This is an optimization exercise on Yosys and OpenROAD, whose aim is small area, a short achievable clock period and few clock cycles per item, not a production implementation. The RTL was checked by simulation tests, not by an equivalence proof against the original design. No activity file was given, so power comes from the tool's default toggle rates.

Setup of the baseline:
==> flow/design.v (excerpt) <==
module Booth_v1 #(parameter WIDTH=32)(clk, rst, start, multiplier, multiplicand, product, done);
For scale: about 2500 cells after synthesis, ~110 flip-flops, roughly 130 I/O pins, ~25000 sq um of cells after synthesis.
Settings: LEC_CHECK=0, ABC_AREA=1, CAP_MARGIN=20, CORE_MARGIN=2, CORE_UTILIZATION=50, GPL_ROUTABILITY_DRIVEN=0, PLACE_DENSITY=0.8, SETUP_SLACK_MARGIN=0.25, SLEW_MARGIN=20, SYNTH_HIERARCHICAL=1; clock period 5.0 ns.
standard.sh (not shown) runs the stock make flow with config.mk's settings and CLKGATE_MAP_FILE= SYNTH_SCRIPT=/design/flow/synth_recipe.tcl, a recipe that flattens the netlist after the stock synthesis.
==> flow/flow/run.sh <==
#!/bin/bash
# Standard layout, except that the port buffers are sky130_fd_sc_hd__buf_2 instead of the
# delay buffer buffer_ports picks by default. Full tool output goes to standard.log.
set -euo pipefail
export BUFFER_PORTS_ARGS="-buffer_cell sky130_fd_sc_hd__buf_2"
bash standard.sh > standard.log 2>&1
The baseline finished every step from synthesis to the final layout, and the layout passed the timing, design-rule and antenna checks.
Testbench counts of the baseline, summed over its fixed seeds: cycles 2,400, items 2,400.
Input-level comparison between the candidate and the baseline:
Settings: CAP_MARGIN changed from 20 to 0; PLACE_DENSITY removed (was 0.8); GPL_ROUTABILITY_DRIVEN removed (was 0); SLEW_MARGIN changed from 20 to 0; SETUP_SLACK_MARGIN removed (was 0.25).
Results
The baseline reports its origin of the worst setup path as multiplier[1] while the candidate reports multiplier[3]. Routed wire in the candidate totals more than in the baseline. Min global-route usage across the candidate and the baseline: the baseline. As far as sequential power is concerned, the baseline and the candidate perform about the same. Of the candidate and the baseline, the run reporting the higher cell area was the candidate.

Starting RTL as in the previous note.
clock: 5.0 ns
lec_check: 0
abc_area: 1
cap_margin: 20
core_margin: 2
core_utilization: 50
place_density: 0.8
setup_slack_margin: 0.25
slew_margin: 20
synth_hierarchical: 1
Scripts as last shown in full above: flow/flow/run.sh
Testbench counts at the start, summed over its fixed seeds: cycles 2,400, items 2,400.
Next try:
Settings changed: CORE_UTILIZATION 50 to 65, PLACE_DENSITY 0.8 to default.
The changed run produced a clean layout.
Combinational power barely changes.
Wire length went down by 1.5%.
Maximum frequency drops by 1.3%.
Design area increases by 0.42%.
Next try:
Settings changed: CORE_UTILIZATION 65 to 50.
=> The new run produced a clean layout. Clock-buffer cell count went down by 3. Fmax went up by 0.95%. Worst hold slack is better by 0.011 ns. Core utilization went down by 17 points.
Next try:
==> flow/flow/run.sh (replaced) <==
#!/bin/bash
# Standard layout, except that the port buffers are sky130_fd_sc_hd__buf_1 instead of the
# delay buffer buffer_ports picks by default. Full tool output goes to standard.log.
set -euo pipefail
export BUFFER_PORTS_ARGS="-buffer_cell sky130_fd_sc_hd__buf_1"
bash standard.sh > standard.log 2>&1
What happened:
- fmax falls slightly
- register-to-register slack degrades by 0.02 ns
- combinational power rises by a few percent
- area after synthesis does not change
- count of clock-buffer cells in the layout does not change

Setup of run a:
Starting RTL as in the previous note.
==> flow/config.mk <==
export PLATFORM = sky130hd
export DESIGN_NAME = Booth_v1
export DESIGN_NICKNAME = Booth_v1
export VERILOG_FILES = /design/flow/design.v
export SDC_FILE = /design/flow/constraint.sdc
export NUM_CORES = 4
export LEC_CHECK = 0
export ABC_AREA = 1
export CAP_MARGIN = 20
export CORE_MARGIN = 2
export CORE_UTILIZATION = 50
export SETUP_SLACK_MARGIN = 0.5
export SLEW_MARGIN = 20
export SYNTH_HIERARCHICAL = 1
==> flow/constraint.sdc <==
create_clock -name core_clock -period 5.0 [get_ports {clk}]
set_input_delay 1.0000 -clock core_clock [delete_from_list [all_inputs] [get_ports {clk}]]
set_output_delay 1.0000 -clock core_clock [all_outputs]
set_load 0.01 [all_outputs]
==> flow/flow/run.sh <==
#!/bin/bash
# Standard layout, except that the port buffers are sky130_fd_sc_hd__buf_2 instead of the
# delay buffer buffer_ports picks by default. Full tool output goes to standard.log.
set -euo pipefail
export BUFFER_PORTS_ARGS="-buffer_cell sky130_fd_sc_hd__buf_2"
bash standard.sh > standard.log 2>&1
Testbench counts of run a, summed over its fixed seeds: cycles 2,400, items 2,400.
## Diff of input files: run b against run a
# run a
export LEC_CHECK = 0
export ABC_AREA = 1
export CAP_MARGIN = 20
export CORE_MARGIN = 2
export CORE_UTILIZATION = 50
export SETUP_SLACK_MARGIN = 0.5
export SLEW_MARGIN = 20
export SYNTH_HIERARCHICAL = 1
create_clock -name core_clock -period 5.0 [get_ports {clk}]
# run b
export LEC_CHECK = 0
export ABC_AREA = 1
export CAP_MARGIN = 20
export CORE_MARGIN = 2
export CORE_UTILIZATION = 50
export SLEW_MARGIN = 20
export SYNTH_HIERARCHICAL = 1
create_clock -name core_clock -period 5.0 [get_ports {clk}]
--- a/flow/flow/run.sh
+++ b/flow/flow/run.sh
@@ -3 +3,3 @@
-# delay buffer buffer_ports picks by default. Full tool output goes to standard.log.
+# delay buffer buffer_ports picks by default, and that global routing's repair step downsizes
+# gates on paths with positive slack (ORFS's RECOVER_POWER). Full tool output goes to
+# standard.log; ORFS's own logs are under orfs/logs.
@@ -5,0 +8 @@
+export RECOVER_POWER=100
### Flow results
Ran to the end and failed final checks on max-capacitance violations, max-slew violations: run b.
Count of pins over their slew limit delta for run b relative to run a: 113 higher
Diff run a -> run b: minimum clock period increased by 0.27 ns relative to the old numbers; final design utilization decreased by 2.8 points relative to the old numbers; number of gates on the worst path with buffers counted increased by 2 relative to the old numbers; overall routed net length decreased by 2.1% relative to the old numbers.
Compared with run a, run b shows number of antenna violations at the first check in global routing higher by 1.
Run a → run b: final clock period utilization by the worst path higher, final setup slack of the worst path has decreased.
The run showing the greater global routing usage on met3 is run b.

Starting RTL as in the previous note.
## Booth_v1
module Booth_v1 #(parameter WIDTH=32)(clk, rst, start, multiplier, multiplicand, product, done);
clock: 5.0 ns
lec_check: 0
abc_area: 1
cap_margin: 20
core_margin: 2
core_utilization: 50
setup_slack_margin: 0.35
slew_margin: 20
synth_hierarchical: 1
==> flow/flow/run.sh <==
#!/bin/bash
# Standard layout, except that the port buffers are sky130_fd_sc_hd__buf_2 instead of the
# delay buffer buffer_ports picks by default. Full tool output goes to standard.log.
set -euo pipefail
export BUFFER_PORTS_ARGS="-buffer_cell sky130_fd_sc_hd__buf_2"
bash standard.sh > standard.log 2>&1
Testbench counts at the start, summed over its fixed seeds: cycles 2,400, items 2,400.
Rerun with:
==> flow/flow/run.sh (replaced) <==
#!/bin/bash
# Standard layout with two changes:
# - the port buffers are sky130_fd_sc_hd__buf_2 instead of the delay buffer buffer_ports
#   picks by default;
# - synthesis is the standard flow's own script (synth_recipe.tcl, run unchanged), except that Yosys's abc
#   call reads flow/abc_area_noup.script: ORFS's area script without its upsize/dnsize steps,
#   so gate sizing is left to OpenROAD's repair steps, which see the placement.
# Full tool output goes to standard.log; ORFS's own logs are under orfs/logs.
set -euo pipefail
export BUFFER_PORTS_ARGS="-buffer_cell sky130_fd_sc_hd__buf_2"
export MY_ABC_SCRIPT="$PWD/flow/abc_area_noup.script"
{
  echo 'proc abc {args} {'
  echo '  set i [lsearch -exact $args -script]'
  echo '  if {$i >= 0} { lset args [expr {$i + 1}] $::env(MY_ABC_SCRIPT) }'
  echo '  yosys abc {*}$args'
  echo '}'
  cat synth_recipe.tcl
} > flow_synth.tcl
grep -q 'SYNTH_SCRIPT=[^ ]*synth_recipe.tcl' standard.sh
sed "s#SYNTH_SCRIPT=[^ ]*synth_recipe.tcl#SYNTH_SCRIPT=$PWD/flow_synth.tcl#" standard.sh > flow_standard.sh
bash flow_standard.sh > standard.log 2>&1
==> flow/flow/abc_area_noup.script (new file) <==
strash
dch
map -B 0.9
topo
stime -c
buffer -c
Settings changed: PLACE_DENSITY from default to 0.8, SETUP_SLACK_MARGIN 0.35 to 0.25.
Result: First-iteration DRC count is higher by 36%. Count of clock-buffer cells in the layout is lower by 1. Sequential share of layout area increases by 0.25 points. Synthesized area grows by 9.5%. Worst setup slack improves by 0.012 ns. Routed wire length came out lower by 5.6%. Global-route usage shrinks by 4.5 points. Flip-flop and latch count is unchanged. Fmax hardly moves. Synthesized cell count stays the same. Utilization shrinks by 6.3 points.

Starting RTL as in the previous note.
export LEC_CHECK = 0
export ABC_AREA = 1
export CAP_MARGIN = 20
export CORE_MARGIN = 2
export CORE_UTILIZATION = 50
export SLEW_MARGIN = 20
export SYNTH_HIERARCHICAL = 1
create_clock -name core_clock -period 5.0 [get_ports {clk}]
==> flow/flow/run.sh <==
#!/bin/bash
# Standard layout, except that the port buffers are sky130_fd_sc_hd__buf_2 instead of the
# delay buffer buffer_ports picks by default. Full tool output goes to standard.log.
set -euo pipefail
export BUFFER_PORTS_ARGS="-buffer_cell sky130_fd_sc_hd__buf_2"
bash standard.sh > standard.log 2>&1
Testbench counts at the start, summed over its fixed seeds: cycles 2,400, items 2,400.
Next try:
--- a/flow/flow/run.sh
+++ b/flow/flow/run.sh
@@ -3 +3,3 @@
-# delay buffer buffer_ports picks by default. Full tool output goes to standard.log.
+# delay buffer buffer_ports picks by default, and that timing-driven global placement does not
+# keep its trial buffering (GPL_KEEP_OVERFLOW=0); the later repair steps buffer and size as
+# needed. Full tool output goes to standard.log; ORFS's own logs are under orfs/logs.
@@ -5,0 +8 @@
+export GPL_KEEP_OVERFLOW=0
--- a/flow/config.mk
+++ b/flow/config.mk
@@ -11,0 +12 @@
+export SETUP_SLACK_MARGIN = 0.25
The new run went through all stages and came out clean. Cell area rose by 0.74%. Synthesized cell count stays the same. Total power barely changes. Wire length rose by 7.4%. Die area does not change. Fmax is about the same. Global-route usage grows by 0.48 points.

[separate check: timing with driven ports]
In the flow no input, the clock included, has a driving cell. The finished layouts below were timed again as built, in two steps.
Step 1 sets driving cells, clkbuf_16 on the clock port and buf_2 on the other inputs (assumed; they add their load-dependent delay and slew).
Step 2 adds t to the input delays and takes it off the output delays; t is the mean of the earliest and latest rising clock arrival at the registers after step 1. Input paths then give back, and output paths get back, about the clock's delay inside the block.
Three values: ideal ports, drivers, drivers and shift; two values: the first two.
run | t (ns) | setup WS [ns] | clock arrival spread, ns | slew at the worst register clock pin (ns) | worst data-port slew with drivers (ns)
the baseline | 0.481 | 0.225 / 0.257 / -0.224 | 0.037 / 0.036 | 0.12 / 0.12 | 0.18
the candidate | 0.467 | 0.151 / 0.188 / -0.278 | 0.018 / 0.017 | 0.09 / 0.09 | 0.07
the first run of note 2 | 0.464 | 0.324 / 0.332 / -0.131 | 0.017 / 0.017 | 0.10 / 0.10 | 0.15
the second run of note 2 | 0.454 | 0.264 / 0.293 / -0.160 | 0.025 / 0.025 | 0.10 / 0.10 | 0.15
the third run of note 2 | 0.460 | 0.308 / 0.336 / -0.123 | 0.021 / 0.021 | 0.10 / 0.10 | 0.06
the fourth run of note 2 | 0.469 | 0.226 / 0.262 / -0.206 | 0.026 / 0.027 | 0.11 / 0.11 | 0.13
run a | 0.463 | 0.385 / 0.384 / -0.079 | 0.014 / 0.013 | 0.09 / 0.09 | 0.07
run b | 0.467 | 0.118 / 0.152 / -0.315 | 0.018 / 0.018 | 0.09 / 0.09 | 0.07
the first run of note 4 | 0.457 | 0.256 / 0.292 / -0.164 | 0.020 / 0.019 | 0.09 / 0.09 | 0.05
the second run of note 4 | 0.473 | 0.268 / 0.288 / -0.184 | 0.029 / 0.029 | 0.10 / 0.10 | 0.22
the first run of note 5 | 0.467 | 0.151 / 0.188 / -0.278 | 0.018 / 0.017 | 0.09 / 0.09 | 0.07
the second run of note 5 | 0.471 | 0.159 / 0.035 / -0.436 | 0.022 / 0.022 | 0.10 / 0.10 | 0.24
For the second run of note 5, which loses most, drivers alone change the setup slack by -0.124 ns; drivers and shift together by -0.595 ns.
